From an optimization exercise on the open Yosys and OpenROAD flow, aimed at small area and a short achievable clock period; shortcuts taken in it are not production practice. RTL that was checked went through simulation tests only; none was proved equivalent to the original. Function not checked in run 3: the RTL went through the layout flow alone. Power is estimated from default activity; no workload was simulated.

--- flow/run.sh ---
#!/bin/bash
# synth_recipe.tcl (not shown) runs the flow's synth.tcl, then flattens the netlist and writes it again
# the make line also repeats each setting of config.mk as NAME=value (left out here)
make -C /OpenROAD-flow-scripts/flow DESIGN_CONFIG=/design/flow/config.mk WORK_HOME=/design/flow/orfs CLKGATE_MAP_FILE= SYNTH_SCRIPT=/design/flow/synth_recipe.tcl finish
--- flow/config.mk ---
export PLATFORM = sky130hd
export DESIGN_NAME = alu
export DESIGN_NICKNAME = alu
export VERILOG_FILES = /design/flow/design.v
export SDC_FILE = /design/flow/constraint.sdc
export NUM_CORES = 4
export LEC_CHECK = 0
export ABC_CLOCK_PERIOD_IN_PS = 3500
export CAP_MARGIN = 20
export CORE_MARGIN = 2
export CORE_UTILIZATION = 50
export SETUP_SLACK_MARGIN = 5
export SLEW_MARGIN = 20
--- flow/constraint.sdc ---
create_clock -name core_clock -period 8.5 [get_ports {i_clk}]
set_input_delay 1.7000 -clock core_clock [delete_from_list [all_inputs] [get_ports {i_clk}]]
set_output_delay 1.7000 -clock core_clock [all_outputs]
set_load 0.01 [all_outputs]
--- flow/design.v ---
module alu #(
    parameter INST_W = 4,
    parameter INT_W  = 6,
    parameter FRAC_W = 10,
    parameter DATA_W = INT_W + FRAC_W
)(
    input                      i_clk,
    input                      i_rst_n,
    input                      i_in_valid,
    output                     o_busy,
    input         [INST_W-1:0] i_inst,
    input  signed [DATA_W-1:0] i_data_a,
    input  signed [DATA_W-1:0] i_data_b,
    output                     o_out_valid,
    output        [DATA_W-1:0] o_data
);
    reg busy_r;      
    reg ovalid_r;
    always @(posedge i_clk or negedge i_rst_n) begin
        if (!i_rst_n) begin
            busy_r   <= 1'b0;
            ovalid_r <= 1'b0;
        end else begin
            busy_r   <= i_in_valid;
            ovalid_r <= busy_r;
        end
    end
    assign o_busy      = busy_r;
    assign o_out_valid = ovalid_r;
    wire [3:0]  op = i_inst;
    wire [15:0] a  = i_data_a;
    wire [15:0] b  = i_data_b;
    wire op_add = (op == 4'd0);
    wire op_sub = (op == 4'd1);
    wire op_mul = (op == 4'd2);
    wire op_acc = (op == 4'd3);
    wire op_sp  = (op == 4'd4);
    wire op_xor = (op == 4'd5);
    wire op_rs  = (op == 4'd6);
    wire op_lr  = (op == 4'd7);
    wire op_clz = (op == 4'd8);
    wire op_rm  = (op == 4'd9);
    wire a_neg   = a[15];
    wire a_hi    = ~a_neg & (|a[14:11]);           
    wire a_p0    = ~a_neg & ~(|a[14:11]);          
    wire a_m1    = a_neg & (&a[14:10]);            
    wire a_m2    = a_neg & (&a[14:11]) & ~a[10];   
    wire a_m3    = a_neg & (&a[14:12]) & ~a[11] & a[10];   
    wire sp_mid = a_p0 | a_m1 | a_m2 | a_m3;
    wire [16:0] ye = {b, 1'b0};
    wire [7:0]  b_one, b_two, b_neg;
    wire [7:0]  m_one, m_two, m_neg;
    wire [16:0] xe = {a[15], a};
    wire [16:0] xs = {a, 1'b0};
    genvar gi;
    generate for (gi = 0; gi < 8; gi = gi + 1) begin : g_benc
        assign b_one[gi] = ye[2*gi+1] ^ ye[2*gi];
        assign b_two[gi] = (ye[2*gi+2] & ~ye[2*gi+1] & ~ye[2*gi]) | (~ye[2*gi+2] & ye[2*gi+1] & ye[2*gi]);
        assign b_neg[gi] = ye[2*gi+2];
    end endgenerate
    wire [7:0] sp_one = {(a[15] ? (a[11] ? (a[10] ? 1'b1 : 1'b1) : 1'b0) : 1'b0), (a[15] ? (a[11] ? (a[10] ? 1'b1 : 1'b0) : 1'b0) : 1'b0), (a[15] ? (a[11] ? (a[10] ? 1'b1 : 1'b0) : 1'b1) : 1'b0), (a[15] ? (a[11] ? (a[10] ? 1'b1 : 1'b1) : 1'b0) : 1'b0), (a[15] ? (a[11] ? (a[10] ? 1'b1 : 1'b0) : 1'b0) : 1'b0), (a[15] ? (a[11] ? (a[10] ? 1'b1 : 1'b0) : 1'b1) : 1'b0), (a[15] ? (a[11] ? (a[10] ? 1'b1 : 1'b1) : 1'b0) : 1'b0), (a[15] ? (a[11] ? (a[10] ? 1'b1 : 1'b0) : 1'b1) : 1'b0)};
    wire [7:0] sp_two = {(a[15] ? (a[11] ? (a[10] ? 1'b0 : 1'b0) : 1'b0) : 1'b1), (a[15] ? (a[11] ? (a[10] ? 1'b0 : 1'b0) : 1'b1) : 1'b1), (a[15] ? (a[11] ? (a[10] ? 1'b0 : 1'b1) : 1'b0) : 1'b1), (a[15] ? (a[11] ? (a[10] ? 1'b0 : 1'b0) : 1'b0) : 1'b1), (a[15] ? (a[11] ? (a[10] ? 1'b0 : 1'b0) : 1'b1) : 1'b1), (a[15] ? (a[11] ? (a[10] ? 1'b0 : 1'b1) : 1'b0) : 1'b1), (a[15] ? (a[11] ? (a[10] ? 1'b0 : 1'b0) : 1'b0) : 1'b1), (a[15] ? (a[11] ? (a[10] ? 1'b0 : 1'b1) : 1'b0) : 1'b1)};
    wire [7:0] sp_neg = {(a[15] ? (a[11] ? (a[10] ? 1'b0 : 1'b0) : 1'b0) : 1'b0), (a[15] ? (a[11] ? (a[10] ? 1'b0 : 1'b0) : 1'b0) : 1'b0), (a[15] ? (a[11] ? (a[10] ? 1'b0 : 1'b1) : 1'b1) : 1'b0), (a[15] ? (a[11] ? (a[10] ? 1'b0 : 1'b0) : 1'b0) : 1'b0), (a[15] ? (a[11] ? (a[10] ? 1'b0 : 1'b0) : 1'b0) : 1'b0), (a[15] ? (a[11] ? (a[10] ? 1'b0 : 1'b1) : 1'b1) : 1'b0), (a[15] ? (a[11] ? (a[10] ? 1'b0 : 1'b0) : 1'b0) : 1'b0), (a[15] ? (a[11] ? (a[10] ? 1'b0 : 1'b1) : 1'b0) : 1'b0)};
    wire use_sp = op[2];
    assign m_one = use_sp ? sp_one : b_one;
    assign m_two = use_sp ? sp_two : b_two;
    assign m_neg = use_sp ? sp_neg : b_neg;
    wire [16:0] pp0 = ({17{m_one[0]}} & xe | {17{m_two[0]}} & xs) ^ {17{m_neg[0]}};
    wire [16:0] pp1 = ({17{m_one[1]}} & xe | {17{m_two[1]}} & xs) ^ {17{m_neg[1]}};
    wire [16:0] pp2 = ({17{m_one[2]}} & xe | {17{m_two[2]}} & xs) ^ {17{m_neg[2]}};
    wire [16:0] pp3 = ({17{m_one[3]}} & xe | {17{m_two[3]}} & xs) ^ {17{m_neg[3]}};
    wire [16:0] pp4 = ({17{m_one[4]}} & xe | {17{m_two[4]}} & xs) ^ {17{m_neg[4]}};
    wire [16:0] pp5 = ({17{m_one[5]}} & xe | {17{m_two[5]}} & xs) ^ {17{m_neg[5]}};
    wire [16:0] pp6 = ({17{m_one[6]}} & xe | {17{m_two[6]}} & xs) ^ {17{m_neg[6]}};
    wire [16:0] pp7 = ({17{m_one[7]}} & xe | {17{m_two[7]}} & xs) ^ {17{m_neg[7]}};
    wire fs1;
    wire fc2;
    wire fs3;
    wire fc4;
    wire fs5;
    wire fc6;
    wire fs7;
    wire fc8;
    wire fs9;
    wire fc10;
    wire fs11;
    wire fc12;
    wire hs13;
    wire hc14;
    wire fs15;
    wire fc16;
    wire fs17;
    wire fc18;
    wire fs19;
    wire fc20;
    wire fs21;
    wire fc22;
    wire fs23;
    wire fc24;
    wire fs25;
    wire fc26;
    wire fs27;
    wire fc28;
    wire fs29;
    wire fc30;
    wire fs31;
    wire fc32;
    wire fs33;
    wire fc34;
    wire fs35;
    wire fc36;
    wire hs37;
    wire hc38;
    wire fs39;
    wire fc40;
    wire fs41;
    wire fc42;
    wire hs43;
    wire hc44;
    wire fs45;
    wire fc46;
    wire fs47;
    wire fc48;
    wire fs49;
    wire fc50;
    wire hs51;
    wire hc52;
    wire fs53;
    wire fc54;
    wire hs55;
    wire hc56;
    wire hs57;
    wire hc58;
    wire hs59;
    wire hc60;
    wire fs61;
    wire fc62;
    wire hs63;
    wire hc64;
    wire fs65;
    wire fc66;
    wire fs67;
    wire fc68;
    wire fs69;
    wire fc70;
    wire fs71;
    wire fc72;
    wire fs73;
    wire fc74;
    wire fs75;
    wire fc76;
    wire fs77;
    wire fc78;
    wire fs79;
    wire fc80;
    wire fs81;
    wire fc82;
    wire fs83;
    wire fc84;
    wire fs85;
    wire fc86;
    wire fs87;
    wire fc88;
    wire fs89;
    wire fc90;
    wire fs91;
    wire fc92;
    wire fs93;
    wire fc94;
    wire fs95;
    wire fc96;
    wire fs97;
    wire fc98;
    wire fs99;
    wire fc100;
    wire fs101;
    wire fc102;
    wire fs103;
    wire fc104;
    wire fs105;
    wire fc106;
    wire fs107;
    wire fc108;
    wire fs109;
    wire fc110;
    wire fs111;
    wire fc112;
    wire fs113;
    wire fc114;
    wire fs115;
    wire fc116;
    wire fs117;
    wire fc118;
    wire fs119;
    wire fc120;
    wire fs121;
    wire fc122;
    wire fs123;
    wire fc124;
    wire fs125;
    wire fc126;
    wire hs127;
    wire hc128;
    wire fs129;
    wire fc130;
    wire hs131;
    wire hc132;
    wire hs133;
    wire hc134;
    wire hs135;
    wire hc136;
    wire fs137;
    wire fc138;
    wire fs139;
    wire fc140;
    wire fs141;
    wire fc142;
    wire fs143;
    wire fc144;
    wire fs145;
    wire fc146;
    wire fs147;
    wire fc148;
    wire fs149;
    wire fc150;
    wire fs151;
    wire fc152;
    wire fs153;
    wire fc154;
    wire fs155;
    wire fc156;
    wire fs157;
    wire fc158;
    wire fs159;
    wire fc160;
    wire fs161;
    wire fc162;
    wire fs163;
    wire fc164;
    wire fs165;
    wire fc166;
    wire fs167;
    wire fc168;
    wire fs169;
    wire fc170;
    wire fs171;
    wire fc172;
    wire fs173;
    wire fc174;
    wire fs175;
    wire fc176;
    wire fs177;
    wire fc178;
    wire fs179;
    wire fc180;
    wire hs181;
    wire hc182;
    wire hs183;
    wire hc184;
    wire fs185;
    wire fc186;
    wire fs187;
    wire fc188;
    wire fs189;
    wire fc190;
    wire fs191;
    wire fc192;
    wire fs193;
    wire fc194;
    wire fs195;
    wire fc196;
    wire fs197;
    wire fc198;
    wire fs199;
    wire fc200;
    wire fs201;
    wire fc202;
    wire fs203;
    wire fc204;
    wire fs205;
    wire fc206;
    wire fs207;
    wire fc208;
    wire fs209;
    wire fc210;
    wire fs211;
    wire fc212;
    wire fs213;
    wire fc214;
    wire fs215;
    wire fc216;
    wire fs217;
    wire fc218;
    wire fs219;
    wire fc220;
    wire fs221;
    wire fc222;
    wire fs223;
    wire fc224;
    wire fs225;
    wire fc226;
    wire fs227;
    wire fc228;
    wire fs229;
    wire fc230;
    wire fs231;
    wire fc232;
    wire fs233;
    wire fc234;
    wire hs235;
    wire hc236;
    wire kc9_0 = use_sp ? (a[15] ? (a[11] ? (a[10] ? 1'b0 : 1'b0) : 1'b0) : 1'b0) : 1'b1;
    wire kc10_0 = use_sp ? (a[15] ? (a[11] ? (a[10] ? 1'b0 : 1'b1) : 1'b1) : 1'b0) : 1'b0;
    wire kc11_0 = use_sp ? (a[15] ? (a[11] ? (a[10] ? 1'b1 : 1'b0) : 1'b1) : 1'b1) : 1'b0;
    wire kc12_0 = use_sp ? (a[15] ? (a[11] ? (a[10] ? 1'b0 : 1'b1) : 1'b0) : 1'b0) : 1'b0;
    wire kc13_0 = use_sp ? (a[15] ? (a[11] ? (a[10] ? 1'b1 : 1'b1) : 1'b1) : 1'b1) : 1'b0;
    wire kc13_1 = use_sp ? (a[15] ? (a[11] ? (a[10] ? 1'b0 : 1'b1) : 1'b1) : 1'b0) : 1'b0;
    wire kc15_0 = use_sp ? (a[15] ? (a[11] ? (a[10] ? 1'b0 : 1'b0) : 1'b1) : 1'b0) : 1'b0;
    wire kc16_0 = use_sp ? (a[15] ? (a[11] ? (a[10] ? 1'b0 : 1'b0) : 1'b0) : 1'b0) : 1'b1;
    wire kc17_0 = use_sp ? (a[15] ? (a[11] ? (a[10] ? 1'b1 : 1'b0) : 1'b0) : 1'b1) : 1'b1;
    wire kc18_0 = use_sp ? (a[15] ? (a[11] ? (a[10] ? 1'b1 : 1'b1) : 1'b0) : 1'b1) : 1'b0;
    wire kc19_0 = use_sp ? (a[15] ? (a[11] ? (a[10] ? 1'b0 : 1'b0) : 1'b0) : 1'b0) : 1'b1;
    wire kc20_0 = use_sp ? (a[15] ? (a[11] ? (a[10] ? 1'b1 : 1'b0) : 1'b0) : 1'b1) : 1'b0;
    wire kc21_0 = use_sp ? (a[15] ? (a[11] ? (a[10] ? 1'b0 : 1'b1) : 1'b0) : 1'b0) : 1'b1;
    wire kc22_0 = use_sp ? (a[15] ? (a[11] ? (a[10] ? 1'b1 : 1'b1) : 1'b0) : 1'b1) : 1'b0;
    wire kc23_0 = use_sp ? (a[15] ? (a[11] ? (a[10] ? 1'b0 : 1'b1) : 1'b0) : 1'b0) : 1'b1;
    wire kc24_0 = use_sp ? (a[15] ? (a[11] ? (a[10] ? 1'b1 : 1'b0) : 1'b0) : 1'b1) : 1'b0;
    wire kc25_0 = use_sp ? (a[15] ? (a[11] ? (a[10] ? 1'b0 : 1'b0) : 1'b0) : 1'b0) : 1'b1;
    wire kc26_0 = use_sp ? (a[15] ? (a[11] ? (a[10] ? 1'b1 : 1'b1) : 1'b1) : 1'b1) : 1'b0;
    assign fs1 = m_neg[5] ^ kc10_0 ^ pp0[10];
    assign fc2 = (m_neg[5] & kc10_0) | (m_neg[5] & pp0[10]) | (kc10_0 & pp0[10]);
    assign fs3 = kc11_0 ^ pp0[11] ^ pp1[9];
    assign fc4 = (kc11_0 & pp0[11]) | (kc11_0 & pp1[9]) | (pp0[11] & pp1[9]);
    assign fs5 = m_neg[6] ^ kc12_0 ^ pp0[12];
    assign fc6 = (m_neg[6] & kc12_0) | (m_neg[6] & pp0[12]) | (kc12_0 & pp0[12]);
    assign fs7 = pp1[10] ^ pp2[8] ^ pp3[6];
    assign fc8 = (pp1[10] & pp2[8]) | (pp1[10] & pp3[6]) | (pp2[8] & pp3[6]);
    assign fs9 = kc13_0 ^ kc13_1 ^ pp0[13];
    assign fc10 = (kc13_0 & kc13_1) | (kc13_0 & pp0[13]) | (kc13_1 & pp0[13]);
    assign fs11 = pp1[11] ^ pp2[9] ^ pp3[7];
    assign fc12 = (pp1[11] & pp2[9]) | (pp1[11] & pp3[7]) | (pp2[9] & pp3[7]);
    assign hs13 = pp4[5] ^ pp5[3];
    assign hc14 = pp4[5] & pp5[3];
    assign fs15 = m_neg[7] ^ pp0[14] ^ pp1[12];
    assign fc16 = (m_neg[7] & pp0[14]) | (m_neg[7] & pp1[12]) | (pp0[14] & pp1[12]);
    assign fs17 = pp2[10] ^ pp3[8] ^ pp4[6];
    assign fc18 = (pp2[10] & pp3[8]) | (pp2[10] & pp4[6]) | (pp3[8] & pp4[6]);
    assign fs19 = pp5[4] ^ pp6[2] ^ pp7[0];
    assign fc20 = (pp5[4] & pp6[2]) | (pp5[4] & pp7[0]) | (pp6[2] & pp7[0]);
    assign fs21 = kc15_0 ^ pp0[15] ^ pp1[13];
    assign fc22 = (kc15_0 & pp0[15]) | (kc15_0 & pp1[13]) | (pp0[15] & pp1[13]);
    assign fs23 = pp2[11] ^ pp3[9] ^ pp4[7];
    assign fc24 = (pp2[11] & pp3[9]) | (pp2[11] & pp4[7]) | (pp3[9] & pp4[7]);
    assign fs25 = pp5[5] ^ pp6[3] ^ pp7[1];
    assign fc26 = (pp5[5] & pp6[3]) | (pp5[5] & pp7[1]) | (pp6[3] & pp7[1]);
    assign fs27 = kc16_0 ^ pp1[14] ^ pp2[12];
    assign fc28 = (kc16_0 & pp1[14]) | (kc16_0 & pp2[12]) | (pp1[14] & pp2[12]);
    assign fs29 = pp3[10] ^ pp4[8] ^ pp5[6];
    assign fc30 = (pp3[10] & pp4[8]) | (pp3[10] & pp5[6]) | (pp4[8] & pp5[6]);
    assign fs31 = pp6[4] ^ pp7[2] ^ ~pp0[16];
    assign fc32 = (pp6[4] & pp7[2]) | (pp6[4] & ~pp0[16]) | (pp7[2] & ~pp0[16]);
    assign fs33 = kc17_0 ^ pp1[15] ^ pp2[13];
    assign fc34 = (kc17_0 & pp1[15]) | (kc17_0 & pp2[13]) | (pp1[15] & pp2[13]);
    assign fs35 = pp3[11] ^ pp4[9] ^ pp5[7];
    assign fc36 = (pp3[11] & pp4[9]) | (pp3[11] & pp5[7]) | (pp4[9] & pp5[7]);
    assign hs37 = pp6[5] ^ pp7[3];
    assign hc38 = pp6[5] & pp7[3];
    assign fs39 = kc18_0 ^ pp2[14] ^ pp3[12];
    assign fc40 = (kc18_0 & pp2[14]) | (kc18_0 & pp3[12]) | (pp2[14] & pp3[12]);
    assign fs41 = pp4[10] ^ pp5[8] ^ pp6[6];
    assign fc42 = (pp4[10] & pp5[8]) | (pp4[10] & pp6[6]) | (pp5[8] & pp6[6]);
    assign hs43 = pp7[4] ^ ~pp1[16];
    assign hc44 = pp7[4] & ~pp1[16];
    assign fs45 = kc19_0 ^ pp2[15] ^ pp3[13];
    assign fc46 = (kc19_0 & pp2[15]) | (kc19_0 & pp3[13]) | (pp2[15] & pp3[13]);
    assign fs47 = pp4[11] ^ pp5[9] ^ pp6[7];
    assign fc48 = (pp4[11] & pp5[9]) | (pp4[11] & pp6[7]) | (pp5[9] & pp6[7]);
    assign fs49 = kc20_0 ^ pp3[14] ^ pp4[12];
    assign fc50 = (kc20_0 & pp3[14]) | (kc20_0 & pp4[12]) | (pp3[14] & pp4[12]);
    assign hs51 = pp5[10] ^ pp6[8];
    assign hc52 = pp5[10] & pp6[8];
    assign fs53 = kc21_0 ^ pp3[15] ^ pp4[13];
    assign fc54 = (kc21_0 & pp3[15]) | (kc21_0 & pp4[13]) | (pp3[15] & pp4[13]);
    assign hs55 = kc22_0 ^ pp4[14];
    assign hc56 = kc22_0 & pp4[14];
    assign hs57 = m_neg[3] ^ pp0[6];
    assign hc58 = m_neg[3] & pp0[6];
    assign hs59 = pp0[7] ^ pp1[5];
    assign hc60 = pp0[7] & pp1[5];
    assign fs61 = m_neg[4] ^ pp0[8] ^ pp1[6];
    assign fc62 = (m_neg[4] & pp0[8]) | (m_neg[4] & pp1[6]) | (pp0[8] & pp1[6]);
    assign hs63 = pp2[4] ^ pp3[2];
    assign hc64 = pp2[4] & pp3[2];
    assign fs65 = kc9_0 ^ pp0[9] ^ pp1[7];
    assign fc66 = (kc9_0 & pp0[9]) | (kc9_0 & pp1[7]) | (pp0[9] & pp1[7]);
    assign fs67 = pp2[5] ^ pp3[3] ^ pp4[1];
    assign fc68 = (pp2[5] & pp3[3]) | (pp2[5] & pp4[1]) | (pp3[3] & pp4[1]);
    assign fs69 = pp1[8] ^ pp2[6] ^ pp3[4];
    assign fc70 = (pp1[8] & pp2[6]) | (pp1[8] & pp3[4]) | (pp2[6] & pp3[4]);
    assign fs71 = pp4[2] ^ pp5[0] ^ fs1;
    assign fc72 = (pp4[2] & pp5[0]) | (pp4[2] & fs1) | (pp5[0] & fs1);
    assign fs73 = pp2[7] ^ pp3[5] ^ pp4[3];
    assign fc74 = (pp2[7] & pp3[5]) | (pp2[7] & pp4[3]) | (pp3[5] & pp4[3]);
    assign fs75 = pp5[1] ^ fc2 ^ fs3;
    assign fc76 = (pp5[1] & fc2) | (pp5[1] & fs3) | (fc2 & fs3);
    assign fs77 = pp4[4] ^ pp5[2] ^ pp6[0];
    assign fc78 = (pp4[4] & pp5[2]) | (pp4[4] & pp6[0]) | (pp5[2] & pp6[0]);
    assign fs79 = fc4 ^ fs5 ^ fs7;
    assign fc80 = (fc4 & fs5) | (fc4 & fs7) | (fs5 & fs7);
    assign fs81 = pp6[1] ^ hs13 ^ fc6;
    assign fc82 = (pp6[1] & hs13) | (pp6[1] & fc6) | (hs13 & fc6);
    assign fs83 = fc8 ^ fs9 ^ fs11;
    assign fc84 = (fc8 & fs9) | (fc8 & fs11) | (fs9 & fs11);
    assign fs85 = hc14 ^ fc10 ^ fc12;
    assign fc86 = (hc14 & fc10) | (hc14 & fc12) | (fc10 & fc12);
    assign fs87 = fs15 ^ fs17 ^ fs19;
    assign fc88 = (fs15 & fs17) | (fs15 & fs19) | (fs17 & fs19);
    assign fs89 = fc16 ^ fc18 ^ fc20;
    assign fc90 = (fc16 & fc18) | (fc16 & fc20) | (fc18 & fc20);
    assign fs91 = fs21 ^ fs23 ^ fs25;
    assign fc92 = (fs21 & fs23) | (fs21 & fs25) | (fs23 & fs25);
    assign fs93 = fc22 ^ fc24 ^ fc26;
    assign fc94 = (fc22 & fc24) | (fc22 & fc26) | (fc24 & fc26);
    assign fs95 = fs27 ^ fs29 ^ fs31;
    assign fc96 = (fs27 & fs29) | (fs27 & fs31) | (fs29 & fs31);
    assign fs97 = hs37 ^ fc28 ^ fc30;
    assign fc98 = (hs37 & fc28) | (hs37 & fc30) | (fc28 & fc30);
    assign fs99 = fc32 ^ fs33 ^ fs35;
    assign fc100 = (fc32 & fs33) | (fc32 & fs35) | (fs33 & fs35);
    assign fs101 = hc38 ^ hs43 ^ fc34;
    assign fc102 = (hc38 & hs43) | (hc38 & fc34) | (hs43 & fc34);
    assign fs103 = fc36 ^ fs39 ^ fs41;
    assign fc104 = (fc36 & fs39) | (fc36 & fs41) | (fs39 & fs41);
    assign fs105 = pp7[5] ^ hc44 ^ fc40;
    assign fc106 = (pp7[5] & hc44) | (pp7[5] & fc40) | (hc44 & fc40);
    assign fs107 = fc42 ^ fs45 ^ fs47;
    assign fc108 = (fc42 & fs45) | (fc42 & fs47) | (fs45 & fs47);
    assign fs109 = pp7[6] ^ ~pp2[16] ^ hs51;
    assign fc110 = (pp7[6] & ~pp2[16]) | (pp7[6] & hs51) | (~pp2[16] & hs51);
    assign fs111 = fc46 ^ fc48 ^ fs49;
    assign fc112 = (fc46 & fc48) | (fc46 & fs49) | (fc48 & fs49);
    assign fs113 = pp5[11] ^ pp6[9] ^ pp7[7];
    assign fc114 = (pp5[11] & pp6[9]) | (pp5[11] & pp7[7]) | (pp6[9] & pp7[7]);
    assign fs115 = hc52 ^ fc50 ^ fs53;
    assign fc116 = (hc52 & fc50) | (hc52 & fs53) | (fc50 & fs53);
    assign fs117 = pp5[12] ^ pp6[10] ^ pp7[8];
    assign fc118 = (pp5[12] & pp6[10]) | (pp5[12] & pp7[8]) | (pp6[10] & pp7[8]);
    assign fs119 = ~pp3[16] ^ hs55 ^ fc54;
    assign fc120 = (~pp3[16] & hs55) | (~pp3[16] & fc54) | (hs55 & fc54);
    assign fs121 = kc23_0 ^ pp4[15] ^ pp5[13];
    assign fc122 = (kc23_0 & pp4[15]) | (kc23_0 & pp5[13]) | (pp4[15] & pp5[13]);
    assign fs123 = pp6[11] ^ pp7[9] ^ hc56;
    assign fc124 = (pp6[11] & pp7[9]) | (pp6[11] & hc56) | (pp7[9] & hc56);
    assign fs125 = kc24_0 ^ pp5[14] ^ pp6[12];
    assign fc126 = (kc24_0 & pp5[14]) | (kc24_0 & pp6[12]) | (pp5[14] & pp6[12]);
    assign hs127 = pp7[10] ^ ~pp4[16];
    assign hc128 = pp7[10] & ~pp4[16];
    assign fs129 = kc25_0 ^ pp5[15] ^ pp6[13];
    assign fc130 = (kc25_0 & pp5[15]) | (kc25_0 & pp6[13]) | (pp5[15] & pp6[13]);
    assign hs131 = kc26_0 ^ pp6[14];
    assign hc132 = kc26_0 & pp6[14];
    reg  [19:0] acc [0:15];
    reg  [15:0] acc_v;
    wire [15:0] a_dec = 16'd1 << a[3:0];
    reg  [19:0] acc_rd;
    integer k;
    always @(*) begin
        acc_rd = 20'd0;
        for (k = 0; k < 16; k = k + 1)
            acc_rd = acc_rd | ({20{a_dec[k] & acc_v[k]}} & acc[k]);
    end
    wire [19:0] x_d = op_acc ? acc_rd : {{4{a[15]}}, a};
    wire [15:0] y_d = op_sub ? ~b :
                      op_lr  ? {b[15:4], 4'd0 - b[3:0]} :
                      op_sp  ? 16'd0 :
                      b;
    reg [19:0] x_r;
    reg [15:0] y_r;
    reg [3:0]  idx_r;
    reg [105:0] mr;
    reg s_acc_r, s_sum_r, s_cin_r, s_mul_r, s_sp_r, s_xor_r;
    reg s_rs_r, s_lr_r, s_clz_r, s_rm_r;
    always @(posedge i_clk) begin
        x_r        <= x_d;
        y_r        <= y_d;
        idx_r      <= a[3:0];
        mr         <= {~pp7[16], pp7[15], ~pp6[16], pp7[14], hc132, pp7[13], pp6[15], fc130, hs131, ~pp5[16], pp7[12], hc128, fc126, fs129, pp7[11], fc124, fc122, fs125, hs127, fc120, fc118, fs123, fs121, fc116, fc114, fs119, fs117, fc112, fc110, fs115, fs113, fc108, fc106, fs111, fs109, fc104, fc102, fs107, fs105, fc100, fc98, fs103, fs101, fc96, fc94, fs99, fs97, fc92, fc90, fs95, fs93, fc88, fc86, fs91, fs89, fc84, fc82, fs87, fs85, fc80, fc78, fs83, fs81, fc76, fc74, fs79, fs77, fc72, fc70, fs75, fs73, fc68, fc66, fs71, fs69, hc64, fc62, fs67, fs65, hc60, fs61, hs63, pp4[0], hc58, hs59, pp3[1], pp2[3], hs57, pp3[0], pp2[2], pp1[4], pp2[1], pp1[3], pp0[5], pp2[0], pp1[2], pp0[4], m_neg[2], pp1[1], pp0[3], pp1[0], pp0[2], m_neg[1], pp0[1], pp0[0], m_neg[0]};
        s_acc_r    <= op_acc;
        s_sum_r    <= op_add | op_sub | op_acc;
        s_cin_r    <= op_sub;
        s_mul_r    <= op_mul;
        s_sp_r     <= op_sp & sp_mid;
        s_xor_r    <= op_xor | (op_sp & a_hi);
        s_rs_r     <= op_rs;
        s_lr_r     <= op_lr;
        s_clz_r    <= op_clz;
        s_rm_r     <= op_rm;
    end
    wire [15:0] xa = x_r[15:0];
    wire [15:0] idx_dec = 16'd1 << idx_r;
    wire [15:0] slo = {1'b0, x_r[14:0]} + {1'b0, y_r[14:0]} + {15'd0, s_cin_r};
    wire        c15 = slo[15];
    wire [4:0]  shi = x_r[19:15] + {5{y_r[15]}};
    wire [4:0]  shi1 = shi + 5'd1;
    wire [19:0] sum = {c15 ? shi1 : shi, slo[14:0]};
    wire        sok0 = (shi == 5'd0)  | (shi == 5'd31);
    wire        sok1 = (shi == 5'd31) | (shi == 5'd30);
    wire        sum_ok = c15 ? sok1 : sok0;
    wire [15:0] sum_sat = sum_ok ? sum[15:0] : {sum[19], {15{~sum[19]}}};
    wire acc_we = busy_r & s_acc_r;
    always @(posedge i_clk or negedge i_rst_n) begin
        if (!i_rst_n)
            acc_v <= 16'd0;
        else if (acc_we)
            acc_v <= acc_v | idx_dec;
    end
    always @(posedge i_clk) begin
        for (k = 0; k < 16; k = k + 1)
            if (acc_we & idx_dec[k])
                acc[k] <= sum;
    end
    assign hs133 = mr[8] ^ mr[9];
    assign hc134 = mr[8] & mr[9];
    assign hs135 = mr[12] ^ mr[13];
    assign hc136 = mr[12] & mr[13];
    assign fs137 = mr[15] ^ mr[16] ^ mr[17];
    assign fc138 = (mr[15] & mr[16]) | (mr[15] & mr[17]) | (mr[16] & mr[17]);
    assign fs139 = mr[19] ^ mr[20] ^ mr[21];
    assign fc140 = (mr[19] & mr[20]) | (mr[19] & mr[21]) | (mr[20] & mr[21]);
    assign fs141 = mr[23] ^ mr[24] ^ mr[25];
    assign fc142 = (mr[23] & mr[24]) | (mr[23] & mr[25]) | (mr[24] & mr[25]);
    assign fs143 = mr[27] ^ mr[28] ^ mr[29];
    assign fc144 = (mr[27] & mr[28]) | (mr[27] & mr[29]) | (mr[28] & mr[29]);
    assign fs145 = mr[31] ^ mr[32] ^ mr[33];
    assign fc146 = (mr[31] & mr[32]) | (mr[31] & mr[33]) | (mr[32] & mr[33]);
    assign fs147 = mr[35] ^ mr[36] ^ mr[37];
    assign fc148 = (mr[35] & mr[36]) | (mr[35] & mr[37]) | (mr[36] & mr[37]);
    assign fs149 = mr[39] ^ mr[40] ^ mr[41];
    assign fc150 = (mr[39] & mr[40]) | (mr[39] & mr[41]) | (mr[40] & mr[41]);
    assign fs151 = mr[43] ^ mr[44] ^ mr[45];
    assign fc152 = (mr[43] & mr[44]) | (mr[43] & mr[45]) | (mr[44] & mr[45]);
    assign fs153 = mr[47] ^ mr[48] ^ mr[49];
    assign fc154 = (mr[47] & mr[48]) | (mr[47] & mr[49]) | (mr[48] & mr[49]);
    assign fs155 = mr[51] ^ mr[52] ^ mr[53];
    assign fc156 = (mr[51] & mr[52]) | (mr[51] & mr[53]) | (mr[52] & mr[53]);
    assign fs157 = mr[55] ^ mr[56] ^ mr[57];
    assign fc158 = (mr[55] & mr[56]) | (mr[55] & mr[57]) | (mr[56] & mr[57]);
    assign fs159 = mr[59] ^ mr[60] ^ mr[61];
    assign fc160 = (mr[59] & mr[60]) | (mr[59] & mr[61]) | (mr[60] & mr[61]);
    assign fs161 = mr[63] ^ mr[64] ^ mr[65];
    assign fc162 = (mr[63] & mr[64]) | (mr[63] & mr[65]) | (mr[64] & mr[65]);
    assign fs163 = mr[67] ^ mr[68] ^ mr[69];
    assign fc164 = (mr[67] & mr[68]) | (mr[67] & mr[69]) | (mr[68] & mr[69]);
    assign fs165 = mr[71] ^ mr[72] ^ mr[73];
    assign fc166 = (mr[71] & mr[72]) | (mr[71] & mr[73]) | (mr[72] & mr[73]);
    assign fs167 = mr[75] ^ mr[76] ^ mr[77];
    assign fc168 = (mr[75] & mr[76]) | (mr[75] & mr[77]) | (mr[76] & mr[77]);
    assign fs169 = mr[79] ^ mr[80] ^ mr[81];
    assign fc170 = (mr[79] & mr[80]) | (mr[79] & mr[81]) | (mr[80] & mr[81]);
    assign fs171 = mr[83] ^ mr[84] ^ mr[85];
    assign fc172 = (mr[83] & mr[84]) | (mr[83] & mr[85]) | (mr[84] & mr[85]);
    assign fs173 = mr[87] ^ mr[88] ^ mr[89];
    assign fc174 = (mr[87] & mr[88]) | (mr[87] & mr[89]) | (mr[88] & mr[89]);
    assign fs175 = mr[91] ^ mr[92] ^ mr[93];
    assign fc176 = (mr[91] & mr[92]) | (mr[91] & mr[93]) | (mr[92] & mr[93]);
    assign fs177 = mr[95] ^ mr[96] ^ mr[97];
    assign fc178 = (mr[95] & mr[96]) | (mr[95] & mr[97]) | (mr[96] & mr[97]);
    assign fs179 = 1'b1 ^ mr[99] ^ mr[100];
    assign fc180 = (1'b1 & mr[99]) | (1'b1 & mr[100]) | (mr[99] & mr[100]);
    assign hs181 = mr[3] ^ mr[4];
    assign hc182 = mr[3] & mr[4];
    assign hs183 = mr[6] ^ mr[7];
    assign hc184 = mr[6] & mr[7];
    assign fs185 = mr[10] ^ mr[11] ^ hs133;
    assign fc186 = (mr[10] & mr[11]) | (mr[10] & hs133) | (mr[11] & hs133);
    assign fs187 = mr[14] ^ hc134 ^ hs135;
    assign fc188 = (mr[14] & hc134) | (mr[14] & hs135) | (hc134 & hs135);
    assign fs189 = mr[18] ^ hc136 ^ fs137;
    assign fc190 = (mr[18] & hc136) | (mr[18] & fs137) | (hc136 & fs137);
    assign fs191 = mr[22] ^ fc138 ^ fs139;
    assign fc192 = (mr[22] & fc138) | (mr[22] & fs139) | (fc138 & fs139);
    assign fs193 = mr[26] ^ fc140 ^ fs141;
    assign fc194 = (mr[26] & fc140) | (mr[26] & fs141) | (fc140 & fs141);
    assign fs195 = mr[30] ^ fc142 ^ fs143;
    assign fc196 = (mr[30] & fc142) | (mr[30] & fs143) | (fc142 & fs143);
    assign fs197 = mr[34] ^ fc144 ^ fs145;
    assign fc198 = (mr[34] & fc144) | (mr[34] & fs145) | (fc144 & fs145);
    assign fs199 = mr[38] ^ fc146 ^ fs147;
    assign fc200 = (mr[38] & fc146) | (mr[38] & fs147) | (fc146 & fs147);
    assign fs201 = mr[42] ^ fc148 ^ fs149;
    assign fc202 = (mr[42] & fc148) | (mr[42] & fs149) | (fc148 & fs149);
    assign fs203 = mr[46] ^ fc150 ^ fs151;
    assign fc204 = (mr[46] & fc150) | (mr[46] & fs151) | (fc150 & fs151);
    assign fs205 = mr[50] ^ fc152 ^ fs153;
    assign fc206 = (mr[50] & fc152) | (mr[50] & fs153) | (fc152 & fs153);
    assign fs207 = mr[54] ^ fc154 ^ fs155;
    assign fc208 = (mr[54] & fc154) | (mr[54] & fs155) | (fc154 & fs155);
    assign fs209 = mr[58] ^ fc156 ^ fs157;
    assign fc210 = (mr[58] & fc156) | (mr[58] & fs157) | (fc156 & fs157);
    assign fs211 = mr[62] ^ fc158 ^ fs159;
    assign fc212 = (mr[62] & fc158) | (mr[62] & fs159) | (fc158 & fs159);
    assign fs213 = mr[66] ^ fc160 ^ fs161;
    assign fc214 = (mr[66] & fc160) | (mr[66] & fs161) | (fc160 & fs161);
    assign fs215 = mr[70] ^ fc162 ^ fs163;
    assign fc216 = (mr[70] & fc162) | (mr[70] & fs163) | (fc162 & fs163);
    assign fs217 = mr[74] ^ fc164 ^ fs165;
    assign fc218 = (mr[74] & fc164) | (mr[74] & fs165) | (fc164 & fs165);
    assign fs219 = mr[78] ^ fc166 ^ fs167;
    assign fc220 = (mr[78] & fc166) | (mr[78] & fs167) | (fc166 & fs167);
    assign fs221 = mr[82] ^ fc168 ^ fs169;
    assign fc222 = (mr[82] & fc168) | (mr[82] & fs169) | (fc168 & fs169);
    assign fs223 = mr[86] ^ fc170 ^ fs171;
    assign fc224 = (mr[86] & fc170) | (mr[86] & fs171) | (fc170 & fs171);
    assign fs225 = mr[90] ^ fc172 ^ fs173;
    assign fc226 = (mr[90] & fc172) | (mr[90] & fs173) | (fc172 & fs173);
    assign fs227 = mr[94] ^ fc174 ^ fs175;
    assign fc228 = (mr[94] & fc174) | (mr[94] & fs175) | (fc174 & fs175);
    assign fs229 = mr[98] ^ fc176 ^ fs177;
    assign fc230 = (mr[98] & fc176) | (mr[98] & fs177) | (fc176 & fs177);
    assign fs231 = mr[101] ^ fc178 ^ fs179;
    assign fc232 = (mr[101] & fc178) | (mr[101] & fs179) | (fc178 & fs179);
    assign fs233 = mr[102] ^ mr[103] ^ fc180;
    assign fc234 = (mr[102] & mr[103]) | (mr[102] & fc180) | (mr[103] & fc180);
    assign hs235 = 1'b1 ^ mr[104];
    assign hc236 = 1'b1 & mr[104];
    wire [31:0] pr_a = {1'b1, mr[105], hs235, fs233, fs231, fs229, fs227, fs225, fs223, fs221, fs219, fs217, fs215, fs213, fs211, fs209, fs207, fs205, fs203, fs201, fs199, fs197, fs195, fs193, fs191, fs189, fs187, fs185, hs183, mr[5], mr[2], mr[0]};
    wire [31:0] pr_b = {1'b0, hc236, fc234, fc232, fc230, fc228, fc226, fc224, fc222, fc220, fc218, fc216, fc214, fc212, fc210, fc208, fc206, fc204, fc202, fc200, fc198, fc196, fc194, fc192, fc190, fc188, fc186, hc184, hc182, hs181, 1'b0, mr[1]};
    wire [25:0] lo  = {1'b0, pr_a[24:0]} + {1'b0, pr_b[24:0]};
    wire        c25 = lo[25];
    wire [6:0]  ha_ = pr_a[31:25], hb_ = pr_b[31:25];
    wire [6:0]  hx  = ha_ ^ hb_;
    wire        z0  = &(hx[6:1] ~^ (ha_[5:0] | hb_[5:0]));    
    wire        z1  = &(~hx[6:1] ~^ (ha_[5:0] & hb_[5:0]));   
    wire        ok0 = (z0 & ~hx[0]) | (z1 & hx[0]);           
    wire        ok1 = (z0 & hx[0]) | (z1 & ~hx[0]);           
    wire        mul_ok = c25 ? ok1 : ok0;
    wire        p25 = hx[0] ^ c25;
    wire        p26 = hx[1] ^ ((ha_[0] & hb_[0]) | (hx[0] & c25));
    wire        mul_sgn = xa[15] ^ y_r[15];    
    wire [15:0] mul_res = mul_ok ? {p25, lo[24:10]} : {mul_sgn, {15{~mul_sgn}}};
    wire [15:0] sp_res  = {5'd0, p26, p25, lo[24:16]};    
    wire [31:0] rot2 = {xa, xa} >> y_r[3:0];
    wire [15:0] rot  = rot2[15:0];
    reg  [15:0] rs_res;
    integer j;
    always @(*) begin
        for (j = 0; j < 16; j = j + 1)
            rs_res[j] = (y_r[4] | (j + y_r[3:0] > 15)) ? xa[15] : rot[j];
    end
    reg [4:0] zcnt;
    always @(*) begin
        zcnt = 5'd0;
        for (j = 0; j < 16; j = j + 1)
            if (xa[j]) zcnt = 15 - j;
    end
    reg [12:0] match4;
    always @(*) begin
        for (j = 0; j < 13; j = j + 1)
            match4[j] = (xa[j+:4] == y_r[(15-j)-:4]);
    end
    wire [15:0] res_m = s_sp_r ? sp_res : mul_res;
    wire [15:0] res_o = ({16{s_sum_r}} & sum_sat)
                      | ({16{s_xor_r}} & (xa ^ y_r))
                      | ({16{s_rs_r }} & rs_res)
                      | ({16{s_lr_r }} & rot)
                      | ({16{s_clz_r}} & {11'd0, zcnt})
                      | ({16{s_rm_r }} & {3'd0, match4});
    reg [15:0] odata_m, odata_o;
    reg        osel_m;
    always @(posedge i_clk) begin
        odata_m <= res_m;
        odata_o <= res_o;
        osel_m  <= s_mul_r | s_sp_r;
    end
    assign o_data = osel_m ? odata_m : odata_o;
endmodule
==> results.txt, run 1 <==
Hold Crit Class: register to register
# IOs: 57
Final Hold Viols: 0
Placeable Area: 54800 um^2
Layout fillers: 4293
Grt ovf: 0
Async set-reset flop share out of synthesis: 3.42%
Slew @ Worst Pin: 897 ps
Setup Viol. Count Final: 0
Met3 routed WL: 7730 um
Power per standard cell area: 348 nW/um^2
Die Wd: 239 um
Post-DP HPWL: 55500 um
Outcome: no timing/DRC/antenna violations
Setup TNS: 0 ps
DR WL met2: 42600 um
Clock insertion delay at the later pin of the skew report: 650 ps
Layout cell share with drive strength beyond 1: 23.4%
Slew margin rel.: 40.0%
Buffers on Ports: 56
Syn Area/Cell: 11.6 um^2
Initial drt markers: 2113
Row cnt: 86
Share of the yosys chip area belonging to registers: 50.2%
Number of global-route vias before repair: 20100
GRT Util Overall: 31.5%
First-pass DRT Iterations: 6
Syn nets: 2602
Die area: 57000 um^2
Maxcap violations: 0
Clock buffer depth: 3
Avg Vias per Cell: 6.29
Clk sinks: 527
Worst Setup Start Kind: register
Nets@finish: 2754
Commonest non-fill, non-tap cells in the layout: 320 x edfxtp_1, 177 x dfxtp_1, 172 x a22oi_1
Crit share post-route: 43.7%
Final Max Tran Viols: 0
Fin crit period: 3710 ps
Yosys cell types: 83
WL/cell: 27.9 um
EDFF count, synth: 320
Leakage: 13.0 nW
Clock transition at path regs: 60 ps
Metal-1 WL: 37000 um
Initial antenna violation count: 1
H-tree levels: 2
Worst Skew: 51.6 ps
Area leader, netlist: edfxtp_1
Most common cell after layout, fill and taps aside: edfxtp_1
Syn. warnings: 2
CP Capture Type: register
Global-route wire length before repair: 132000 um
# DRC: 0
Total Wirelength: 91200 um
Yosys reg bits: 527
Top Metal Used: met4
Finished Core Util: 61.3%
Unrepaired setup endpoints after global routing: yes
CP Data Arrival Time: 4170 ps
Top post-synthesis cells by area: edfxtp_1 35%, dfxtp_1 14%, fa_1 7.5%, a22oi_1 5.8%, xnor2_1 5.1%
Max VDD drop: 0.531 mV
Synth Cell Area: 27600 um^2
Ant. Diodes: 0
F_max: 269 MHz
Die height: 239 um
Multi-input logic area: 13800 um^2
Share of the synthesized area in the top cell type: 34.9%
Initial Util: 50.3%
GP Congestion: 0.919
Syn-to-layout area delta: 21.7%
Vias: 20600
Root Buffer: clkbuf_16
Routed Antenna Nets: 0
CTS Buf Count: 55
Storage cell area: 13900 um^2
CTS tree: yes
Critical path peak fanout: 6
Post-synthesis cell count: 2368
Worst Path Required: 8960 ps
Top FF cell, synth: edfxtp_1
Hold WS: 427 ps
Setup CP Type: register to register
Largest net degree at the start of global routing: 38
-- cells in the mapped netlist, types with 9 or more instances --
master,instances
dfrtp_1,18
edfxtp_1,320
nor3_1,29
nor4_1,13
o21ai_1,15
a21o_1,17
nor2_1,111
mux2i_1,14
ha_1,92
xor2_1,77
a221oi_1,38
a22o_1,30
a31oi_1,12
dfxtp_1,189
clkbuf_1,99
nand4_1,14
a21oi_1,106
nand2b_1,9
nor2b_1,14
mux2_2,19
nand3_1,54
inv_1,189
nand2_1,91
o21ai_0,55
o221ai_1,12
buf_2,24
a22oi_1,212
or2_2,23
xnor2_1,161
fa_1,103
and3_1,20
o31ai_1,9
mux4_1,11
buf_1,27
-- worst max-delay path, cell delays in order (launching register included) --
cell and delay (ps):
dfxtp_2 320, inv_1 50, fa_1 490, fa_1 620
inv_2 60, ha_4 220, a21o_1 160, a21o_1 160
a31oi_2 180, o211ai_1 210, a211oi_2 260, buf_4 180
nor3_4 60, buf_6 130, o21ai_4 260, o221ai_2 190
-- cell type report --
| cell class | instances | share of cell area [%] |
|---|---|---|
| repair buffers | 245 | 7.56 |
| clock inverters | 30 | 0.798 |
| well taps | 704 | 2.63 |
| flip-flops and latches | 527 | 41.3 |
| multi-input cells | 1496 | 41.1 |
| inverters | 195 | 2.32 |
| clock buffers | 71 | 4.31 |
-- where the power goes --
part / internal (mW) / switching [mW] / leakage (nW)
Sequential: 3.09 / 0.126 / 4.72
Combinational: 2.43 / 3.73 / 7.45
Clock: 1.27 / 1.02 / 0.821
Total: 6.80 / 4.88 / 13.0
-- stage by stage --
stage                     cell area (um^2)  total power, mW  setup WS, ps  std cells
final                                33600             11.7          4790       3268
after global routing                 33600             12.3          4680       3268
after CTS                            32700             11.2          4770       3231
after detailed placement             29200             8.07          3140       3040
after global placement               29200             7.98          3200       3039
after floorplan                      28100             6.60          4570       2368
-- sequential cells by signal, summed over array words and instances (netlist names) --
| signal | count |
|---|---|
| s_cin_r | 1 |
| acc_v | 16 |
| acc | 320 |
| ovalid_r | 1 |
| s_mul_r | 1 |
| s_lr_r | 1 |
| idx_r | 4 |
| y_r | 16 |
| osel_m | 1 |
| odata_m | 16 |
| s_sp_r | 1 |
| mr | 106 |
| odata_o | 16 |
| s_sum_r | 1 |
| x_r | 20 |
| s_rs_r | 1 |
| s_xor_r | 1 |
| s_acc_r | 1 |
| s_rm_r | 1 |
| busy_r | 1 |
| s_clz_r | 1 |
-- what timing repair did --
item / in CTS / in global routing
pin swaps: 55 / 93
resized for setup: 283 / 155
setup buffers: 81 / 32
gates cloned: 9 / 5
setup endpoints to repair: 225 / 157
hold buffers: 0 / 0
-- kinds of logic after synthesis --
| kind of cell | after synthesis | share of synthesized area [%] |
|---|---|---|
| compound gates | 596 | 15.4 |
| simple gates | 414 | 7.43 |
| xor+xnor | 238 | 7.56 |
| buf+inv | 349 | 4.96 |
| flops | 527 | 50.2 |
| mux | 49 | 2.74 |
| fa+ha+maj | 195 | 11.7 |
-- layer usage --
metal / vias to the layer above / GRT usage (%)
li1: 8940 / -
met1: 10300 / 42.6
met2: 1058 / 50.9
met3: 245 / 4.84
met4: 0 / 12.9
met5: - / 0
-- final timing paths --
check | startpoint | endpoint | slack (ps) | depth (start not counted)
worst min-delay path | s_mul_r | osel_m | 430 | 1
worst min register to register | s_mul_r | osel_m | 430 | 1
min in group asynchronous | i_rst_n | busy_r | 1570 | 1
worst max register to register | mr[48] | odata_m[8] | 4790 | 15
max in group asynchronous | i_rst_n | acc_v[3] | 6370 | 1
worst max-delay path | mr[48] | odata_m[8] | 4790 | 15
==> run 2, diff against run 1 <==
--- a/flow/config.mk
+++ b/flow/config.mk
@@ -8,6 +8,8 @@
 export ABC_CLOCK_PERIOD_IN_PS = 3500
 export CAP_MARGIN = 20
 export CORE_MARGIN = 2
-export CORE_UTILIZATION = 50
+export CORE_UTILIZATION = 55
+export CTS_BUF_LIST = sky130_fd_sc_hd__clkbuf_4 sky130_fd_sc_hd__clkbuf_8
 export SETUP_SLACK_MARGIN = 5
 export SLEW_MARGIN = 20
+export TNS_END_PERCENT = 10
==> results.txt, run 2 <==
Outcome: no timing/DRC/antenna violations (unchanged)
Clock insertion delay at the later pin of the skew report: 710 ps (was 650 ps)
First-pass DRT Iterations: 6 (unchanged)
Most used cell, CP: buf_4
Global-route wire length before repair: 131000 um (was 132000 um)
Worst Path Required: 9060 ps (was 8960 ps)
Biggest regs: acc (320), mr (106), x_r (20) (unchanged)
Power per standard cell area: 348 nW/um^2 (about the same)
Initial Util: 55.4% (was 50.3%)
Share of the yosys chip area belonging to registers: 50.2% (unchanged)
Slowest cell on the critical path: and3_2 (was fa_1)
Syn nets: 2602 (unchanged)
Grt ovf: 0 (unchanged)
DR WL met2: 41300 um (was 42600 um)
Share of the synthesized area in the top cell type: 34.9% (unchanged)
Placed Cells: 2999 (was 3040)
Fin crit period: 3860 ps (was 3710 ps)
R2r setup slk: 4720 ps (was 4790 ps)
Die height: 228 um (was 239 um)
Critical path launch point: i_data_a[0] (was mr[48])
Initial antenna violation count: 9 (was 1)
Hold Buf Count CTS: 0 (unchanged)
Worst Hold End: osel_m (unchanged)
Clock buffer depth: 3 (unchanged)
Most common cell after layout, fill and taps aside: edfxtp_1 (unchanged)
Post-DP HPWL: 56300 um (was 55500 um)
CP Capture Type: register (unchanged)
Worst Skew: 45.6 ps (was 51.6 ps)
Avg Vias per Cell: 6.22 (was 6.29)
Final Max Tran Viols: 0 (unchanged)
Setup CP Type: primary input to register (was register to register)
Slew @ Worst Pin: 1080 ps (was 897 ps)
CP max stage delay: 500 ps (was 620 ps)
Worst Setup Start Kind: primary input (was register)
Non-Filler Instances: 3246 (was 3268)
Reg2reg end: odata_m[5] (was odata_m[8])
Crit share post-route: 45.4% (was 43.7%)
Met3 routed WL: 8000 um (was 7730 um)
Most common cell in the netlist: edfxtp_1 (unchanged)
Placeable Area: 49800 um^2 (was 54800 um^2)
Clk sinks: 527 (unchanged)
Die area: 51900 um^2 (was 57000 um^2)
Die Wd: 228 um (was 239 um)
# DRC: 0 (unchanged)
Metal-1 WL: 35100 um (was 37000 um)
Hold Path Cell Cnt: 1 (unchanged)
Leakage: 12.4 nW (was 13.0 nW)
Top Metal Used: met5 (was met4)
Crit-path cells: clkdlybuf4s50_1, buf_4, nor2b_1, and3_2, buf_4, a22o_1, a221oi_1, nand3_1, nor2_1, a21oi_1 (was inv_1, fa_1, fa_1, inv_2, ha_4, a21o_1, a21o_1, a31oi_2, o211ai_1, a211oi_2, buf_4, nor3_4, buf_6, o21ai_4, o221ai_2)
Unrepaired setup endpoints after global routing: yes (unchanged)
Vias: 20200 (was 20600)
Routed Antenna Nets: 0 (unchanged)
Nets@finish: 2735 (was 2754)
Largest register FFs: 320 (unchanged)
CP Data Arrival Time: 4420 ps (was 4170 ps)
Setup TNS: 0 ps (unchanged)
Top FF cell, synth: edfxtp_1 (unchanged)
Clock transition at path regs: 50 ps (was 60 ps)
Layout cell share with drive strength beyond 1: 19.6% (was 23.4%)
# IOs: 57 (unchanged)
Hold Path Origin: s_mul_r (unchanged)
Worst R2R Path Depth: 14 (was 15)
F_max: 259 MHz (was 269 MHz)
Commonest non-fill, non-tap cells in the layout: 320 x edfxtp_1, 201 x a22oi_1, 185 x dfxtp_1 (was 320 x edfxtp_1, 177 x dfxtp_1, 172 x a22oi_1)
Hold Crit Class: register to register (unchanged)
Layout fillers: 3911 (was 4293)
Maxcap violations: 0 (unchanged)
Max VDD drop: 0.494 mV (was 0.531 mV)
Syn. warnings: 2 (unchanged)
Syn Area/Cell: 11.6 um^2 (unchanged)
PnR Total Power: 11.2 mW (was 11.7 mW)
Synth top cells by count: 320 x edfxtp_1, 212 x a22oi_1, 189 x dfxtp_1, 189 x inv_1, 161 x xnor2_1 (unchanged)
Largest Register: acc (unchanged)
Buffers on Ports: 56 (unchanged)
CTS tree: yes (unchanged)
Number of global-route vias before repair: 20300 (was 20100)
Final Hold Viols: 0 (unchanged)
H-tree levels: 3 (was 2)
Yosys cell types: 83 (unchanged)
WL/cell: 27.1 um (was 27.9 um)
Post-synthesis cell count: 2368 (unchanged)
Setup Viol. Count Final: 0 (unchanged)
Slew margin rel.: 28.1% (was 40.0%)
Initial drt markers: 2286 (was 2113)
Area leader, netlist: edfxtp_1 (unchanged)
Top post-synthesis cells by area: edfxtp_1 35%, dfxtp_1 14%, fa_1 7.5%, a22oi_1 5.8%, xnor2_1 5.1% (unchanged)
Syn-to-layout area delta: 17.3% (was 21.7%)
Total Wirelength: 88100 um (was 91200 um)
EDFF count, synth: 320 (unchanged)
Synth Cell Area: 27600 um^2 (unchanged)
Critical path peak fanout: 22 (was 6)
Async set-reset flop share out of synthesis: 3.42% (unchanged)
Root Buffer: clkbuf_8 (was clkbuf_16)
GP Congestion: 0.900 (was 0.919)
Row cnt: 82 (was 86)
Yosys reg bits: 527 (unchanged)
CTS Buf Count: 88 (was 55)
RR Startpoint: mr[31] (was mr[48])
GRT Util Overall: 34.0% (was 31.5%)
Largest net degree at the start of global routing: 38 (unchanged)
-- run 2: cell count changes in the layout (fill, tap and decap cells not counted), moves of 12 or more --
cell / before / now
buf_4: 137 / 118
xnor2_2: 18 / 3
clkbuf_1: 15 / 0
clkbuf_4: 1 / 35
a22oi_2: 40 / 11
buf_6: 27 / 3
a22oi_1: 172 / 201
xnor2_1: 141 / 155
clkbuf_8: 1 / 95
buf_12: 23 / 11
clkbuf_16: 59 / 0
clkdlybuf4s50_1: 9 / 28
-- run 2: critical path, delay by kind of cell --
kind            cells  cell delay, ps
buf+inv             3            1150
simple gates        4            1070
compound gates      3             480
-- run 2: routing by layer --
layer | track usage (%) | up-vias
li1 | - | 8905
met1 | 45.3 | 10000
met2 | 54.4 | 1016
met3 | 7.86 | 239
met4 | 13.1 | 12
met5 | 0 | -
-- run 2: worst max path at each step --
stage	end	slack, ps
floorplan	mr[52]	4570
global placement	mr[56]	3050
detailed placement	mr[56]	2920
CTS	o_data[14]	4750
global route	odata_m[2]	4640
finish	x_r[3]	4640
-- run 2: through the flow --
step / worst slack [ps] / instance area [um^2] / utilization [%] / hold WS [ps]
finish: 4640 / 32300 / 65.0 / 416
global route: 4640 / 32300 / 65.0 / 428
global placement: 3050 / 29000 / 58.3 / 412
floorplan: 4570 / 28000 / - / 389
CTS: 4750 / 32000 / 64.2 / 418
detailed placement: 2920 / 29000 / 58.3 / 412
-- run 2: cells by family (layout without fill, tap and decap cells) --
| group | count (synthesis) | after routing | share of synthesized area (%) |
|---|---|---|---|
| AOI/OAI and AO/OA | 596 | 600 | 15.4 |
| xor gates and xnor gates | 238 | 238 | 7.56 |
| adders and majority gates | 195 | 195 | 11.7 |
| buffers and inverters | 349 | 547 | 4.96 |
| DFF | 527 | 527 | 50.2 |
| muxes | 49 | 49 | 2.74 |
| other | 0 | 3 | 0 |
| and+or+nand+nor | 414 | 415 | 7.43 |
-- run 2: layout make-up --
| class | count | area (um^2) | share of cell area [%] |
|---|---|---|---|
| timing repair buffer | 192 | 1800 | 5.56 |
| antenna | 3 | 7.51 | 0.0232 |
| tap | 672 | 841 | 2.60 |
| multi-input combinational | 1497 | 13300 | 41.1 |
| inverter | 195 | 771 | 2.38 |
| sequential | 527 | 13900 | 42.8 |
| clock inverter | 30 | 220 | 0.681 |
| clock buffer | 130 | 1570 | 4.86 |
-- run 2: report_power, final --
part           switching (mW)  leakage (nW)  internal, mW  total (mW)
clock network            1.02         0.943          1.25        2.27
registers               0.126          4.72          3.09        3.22
logic                    3.52          6.79          2.23        5.76
total                    4.67          12.4          6.57        11.2
-- run 2: repair_timing --
item	4_1_cts	5_1_grt
cloned	9	0
hold endpoints to repair	0	0
setup buffers	59	16
endpoints found under the setup margin	250	241
gates resized for setup	169	43
pin swaps	24	25
==> run 3, diff against run 2 <==
--- a/flow/design.v
+++ b/flow/design.v
@@ -637,7 +637,6 @@
     wire        p25 = hx[0] ^ c25;
     wire        p26 = hx[1] ^ ((ha_[0] & hb_[0]) | (hx[0] & c25));
     wire        mul_sgn = xa[15] ^ y_r[15];    
-    wire [15:0] mul_res = mul_ok ? {p25, lo[24:10]} : {mul_sgn, {15{~mul_sgn}}};
     wire [15:0] sp_res  = {5'd0, p26, p25, lo[24:16]};    
     wire [31:0] rot2 = {xa, xa} >> y_r[3:0];
     wire [15:0] rot  = rot2[15:0];
@@ -658,8 +657,9 @@
         for (j = 0; j < 13; j = j + 1)
             match4[j] = (xa[j+:4] == y_r[(15-j)-:4]);
     end
-    wire [15:0] res_m = s_sp_r ? sp_res : mul_res;
+    wire [15:0] res_m = s_sp_r ? sp_res : {p25, lo[24:10]};
     wire [15:0] res_o = ({16{s_sum_r}} & sum_sat)
+                      | ({16{s_mul_r}} & {mul_sgn, {15{~mul_sgn}}})
                       | ({16{s_xor_r}} & (xa ^ y_r))
                       | ({16{s_rs_r }} & rs_res)
                       | ({16{s_lr_r }} & rot)
@@ -670,7 +670,7 @@
     always @(posedge i_clk) begin
         odata_m <= res_m;
         odata_o <= res_o;
-        osel_m  <= s_mul_r | s_sp_r;
+        osel_m  <= s_sp_r | (s_mul_r & mul_ok);
     end
     assign o_data = osel_m ? odata_m : odata_o;
 endmodule
--- a/flow/config.mk
+++ b/flow/config.mk
@@ -8,8 +8,6 @@
 export ABC_CLOCK_PERIOD_IN_PS = 3500
 export CAP_MARGIN = 20
 export CORE_MARGIN = 2
-export CORE_UTILIZATION = 55
-export CTS_BUF_LIST = sky130_fd_sc_hd__clkbuf_4 sky130_fd_sc_hd__clkbuf_8
+export CORE_UTILIZATION = 50
 export SETUP_SLACK_MARGIN = 5
 export SLEW_MARGIN = 20
-export TNS_END_PERCENT = 10
==> results.txt, run 3 <==
Initial Util: 50.4% (was 55.4%)
CTS tree: yes (unchanged)
Commonest non-fill, non-tap cells in the layout: 320 x edfxtp_1, 181 x dfxtp_1, 170 x a22oi_1 (was 320 x edfxtp_1, 201 x a22oi_1, 185 x dfxtp_1)
Clock transition at path regs: 60 ps (was 50 ps)
Ant. Diodes: 0 (was 3)
Synth top cells by count: 320 x edfxtp_1, 213 x a22oi_1, 189 x dfxtp_1 (was 320 x edfxtp_1, 212 x a22oi_1, 189 x dfxtp_1, 189 x inv_1, 161 x xnor2_1)
Worst Hold End: ovalid_r (was osel_m)
Seq pwr share: 28.2% (was 28.6%)
Setup Viol. Count Final: 0 (unchanged)
Biggest regs: acc (320), mr (106), x_r (20) (unchanged)
Syn-to-layout area delta: 21.7% (was 17.3%)
Placed Cells: 2987 (was 2999)
Cell internal pwr: 7.16 mW (was 6.57 mW)
Largest register FFs: 320 (unchanged)
Setup CP Type: register to register (was primary input to register)
H-tree levels: 2 (was 3)
Worst R2R Path Depth: 18 (was 14)
Largest Register: acc (unchanged)
Share of the yosys chip area belonging to registers: 51.3% (was 50.2%)
PnR Total Power: 11.6 mW (was 11.2 mW)
CTS Buf Count: 55 (was 88)
Power per standard cell area: 352 nW/um^2 (was 348 nW/um^2)
Grt ovf: 0 (unchanged)
Global-route wire length before repair: 126000 um (was 131000 um)
Crit share post-route: 49.6% (was 45.4%)
Finished Core Util: 61.3% (was 65.0%)
Worst Path Required: 8970 ps (was 9060 ps)
Layout cell share with drive strength beyond 1: 23.5% (was 19.6%)
Yosys reg bits: 527 (unchanged)
Hold Buf Count CTS: 0 (unchanged)
Switching pwr: 4.43 mW (was 4.67 mW)
Root Buffer: clkbuf_16 (was clkbuf_8)
Post-synthesis cell count: 2323 (was 2368)
Maxcap violations: 0 (unchanged)
Die height: 236 um (was 228 um)
Worst Skew: 42.4 ps (was 45.6 ps)
Fin area: 32900 um^2 (was 32300 um^2)
Clock power frac: 21.0% (was 20.2%)
Hold Crit Class: register to register (unchanged)
Unrepaired setup endpoints after global routing: yes (unchanged)
Die area: 55900 um^2 (was 51900 um^2)
Most common cell in the netlist: edfxtp_1 (unchanged)
GRT Util Overall: 30.5% (was 34.0%)
Hold Path Origin: busy_r (was s_mul_r)
Combinational share of power: 50.7% (was 51.2%)
Top post-synthesis cells by area: edfxtp_1 36%, dfxtp_1 14%, fa_1 7.6%, a22oi_1 5.9%, xnor2_1 5.1% (was edfxtp_1 35%, dfxtp_1 14%, fa_1 7.5%, a22oi_1 5.8%, xnor2_1 5.1%)
Number of global-route vias before repair: 19500 (was 20300)
First-pass DRT Iterations: 6 (unchanged)
Vias: 20000 (was 20200)
Leakage: 12.8 nW (was 12.4 nW)
Routed Antenna Nets: 0 (unchanged)
Placeable Area: 53600 um^2 (was 49800 um^2)
# DRC: 0 (unchanged)
Nets@finish: 2701 (was 2735)
Slew @ Worst Pin: 977 ps (was 1080 ps)
Placed Instance Area: 28800 um^2 (was 29000 um^2)
Clock insertion delay at the later pin of the skew report: 630 ps (was 710 ps)
Initial drt markers: 1992 (was 2286)
Final worst slack: 4280 ps (was 4640 ps)
Worst Setup Start Kind: register (was primary input)
Post-DP HPWL: 52800 um (was 56300 um)
Outcome: no timing/DRC/antenna violations (unchanged)
Buffers on Ports: 56 (unchanged)
Synth Cell Area: 27000 um^2 (was 27600 um^2)
Fin crit period: 4220 ps (was 3860 ps)
DP Worst Slack: 3360 ps (was 2920 ps)
# IOs: 57 (unchanged)
Initial antenna violation count: 2 (was 9)
Syn nets: 2557 (was 2602)
Clock buffer depth: 3 (unchanged)
RR Startpoint: mr[29] (was mr[31])
Sw frac: 38.2% (was 41.5%)
Reg2reg end: odata_m[10] (was odata_m[5])
EDFF count, synth: 320 (unchanged)
Syn Area/Cell: 11.6 um^2 (about the same)
Setup TNS: 0 ps (unchanged)
Clk sinks: 527 (unchanged)
Share of the synthesized area in the top cell type: 35.6% (was 34.9%)
Final Hold Viols: 0 (unchanged)
Slew margin rel.: 34.6% (was 28.1%)
Avg Vias per Cell: 6.22 (about the same)
Non-Filler Instances: 3210 (was 3246)
R2r setup slk: 4280 ps (was 4720 ps)
GP Congestion: 0.897 (was 0.900)
Die Wd: 236 um (was 228 um)
Yosys cell types: 71 (was 83)
Largest net degree at the start of global routing: 38 (unchanged)
Hold WS: 458 ps (was 416 ps)
Total Wirelength: 86800 um (was 88100 um)
Max VDD drop: 0.414 mV (was 0.494 mV)
F_max: 237 MHz (was 259 MHz)
CP Data Arrival Time: 4690 ps (was 4420 ps)
Area leader, netlist: edfxtp_1 (unchanged)
Most common cell after layout, fill and taps aside: edfxtp_1 (unchanged)
Final Max Tran Viols: 0 (unchanged)
Row cnt: 85 (was 82)
Async set-reset flop share out of synthesis: 3.42% (unchanged)
Syn. warnings: 2 (unchanged)
WL/cell: 27.0 um (was 27.1 um)
CP Capture Type: register (unchanged)
Critical path peak fanout: 2 (was 22)
Top FF cell, synth: edfxtp_1 (unchanged)
Hold Path Cell Cnt: 0 (was 1)
-- run 3: changes by cell type after synthesis, sizes merged, moves of 9 or more --
cell     before  now
clkbuf       99  118
nand2        91  117
o2111ai       3   14
a2111oi       3   12
o221ai       12    1
o21ai        73   90
inv         192  182
a21oi       110   69
mux4         16    6
buf          55   32
-- run 3: cell type report --
type,instances,area (um^2)
Clock buffer,76,1550
Timing Repair Buffer,234,2340
Clock inverter,28,317
Sequential cell,527,13900
Fill cell,4169,20700
Multi-Input combinational cell,1464,13200
Tap cell,696,871
Inverter,185,728
-- run 3: how the worst max path moves through the flow --
| stage | depth (start not counted) | end | start | slack, ps |
|---|---|---|---|---|
| detailed placement | 10 | mr[76] | i_data_a[15] | 3360 |
| floorplan | 9 | mr[52] | i_data_b[9] | 4570 |
| CTS | 18 | odata_m[10] | mr[33] | 4340 |
| finish | 18 | odata_m[10] | mr[29] | 4280 |
| global placement | 10 | mr[76] | i_data_a[15] | 3390 |
| global route | 18 | odata_m[10] | mr[33] | 4140 |
-- run 3: layer usage --
metal,global-route usage [%],up-vias,wire [um],share of wire [%]
met5,0,-,13,0.015
met1,40.9,10000,35000,40
met4,10.4,2,3060,3.5
met3,4.44,227,7410,8.5
li1,-,8669,-,-
met2,51.0,1060,41300,48
-- run 3: critical path: stages (launching register included) --
cell     delay, ps
dfxtp_2        320
inv_2           30
fa_1           520
fa_1           550
inv_1           50
ha_2           170
a21o_1         160
a21oi_2        200
and3_4         220
a22oi_2        120
a31o_2         290
a211o_4        350
a21oi_2        150
a211o_2        190
inv_2           40
fa_2           370
xor2_4         180
nand2_1        100
o21ai_2         70
-- run 3: power groups by stage --
stage	combinational, mW	sequential (mW)	clock (mW)
final	5.88	3.27	2.44
after global routing	6.34	3.29	2.58
after CTS	5.23	3.27	2.47
after detailed placement	4.53	3.32	0
after global placement	4.45	3.32	0
after floorplan	3.10	3.26	0
-- run 3: logic make-up after synthesis --
logic type / Yosys count / synth area share [%]
buffers and inverters: 335 / 4.70
adder cells (fa/ha/maj): 195 / 11.9
multiplexers: 49 / 2.20
AND/OR/NAND/NOR: 435 / 7.84
XOR/XNOR: 239 / 7.75
AO/OA/AOI/OAI: 543 / 14.3
flip-flops: 527 / 51.3
-- run 3: timing repair --
action / in CTS / in global routing
buffers inserted: 79 / 29
gates resized for setup: 226 / 157
gates cloned: 6 / 5
endpoints found under the hold margin: 0 / 0
pin swaps: 39 / 93
setup endpoints to repair: 185 / 118

[afterwards: timing with drivers on the ports]
In the flow no input, the clock included, has a driving cell. The finished layouts below were timed again as built, in two steps.
Step 1: set_driving_cell puts a clkbuf_16 on i_clk and a buf_2 on each other input, an assumption about the parent block.
Step 2 moves the port delays by t, midway between the first and last clock arrival at a register: inputs arrive t later, outputs are due t later. That takes back most of the time a late clock gives input paths.
a / b / c = no drivers / after step 1 / after step 2; a / b = the first two.
| run | t, ns | setup slack, ns | worst setup path after step 2 | worst register clock-pin slew, ns | cell pins on the clock port's net |
|---|---|---|---|---|---|
| run 1 | 0.677 | 4.786 / 4.786 / 4.240 | input to register | 0.07 / 0.07 | 1 |
| run 2 | 0.745 | 4.641 / 4.673 / 3.928 | input to register | 0.07 / 0.07 | 1 |
| run 3 | 0.676 | 4.283 / 4.283 / 4.231 | input to register | 0.07 / 0.07 | 1 |
After both steps every run listed still meets setup and hold. The setup slack of run 2, which loses most, moves by +0.032 ns with the drivers and by -0.713 ns with both steps.
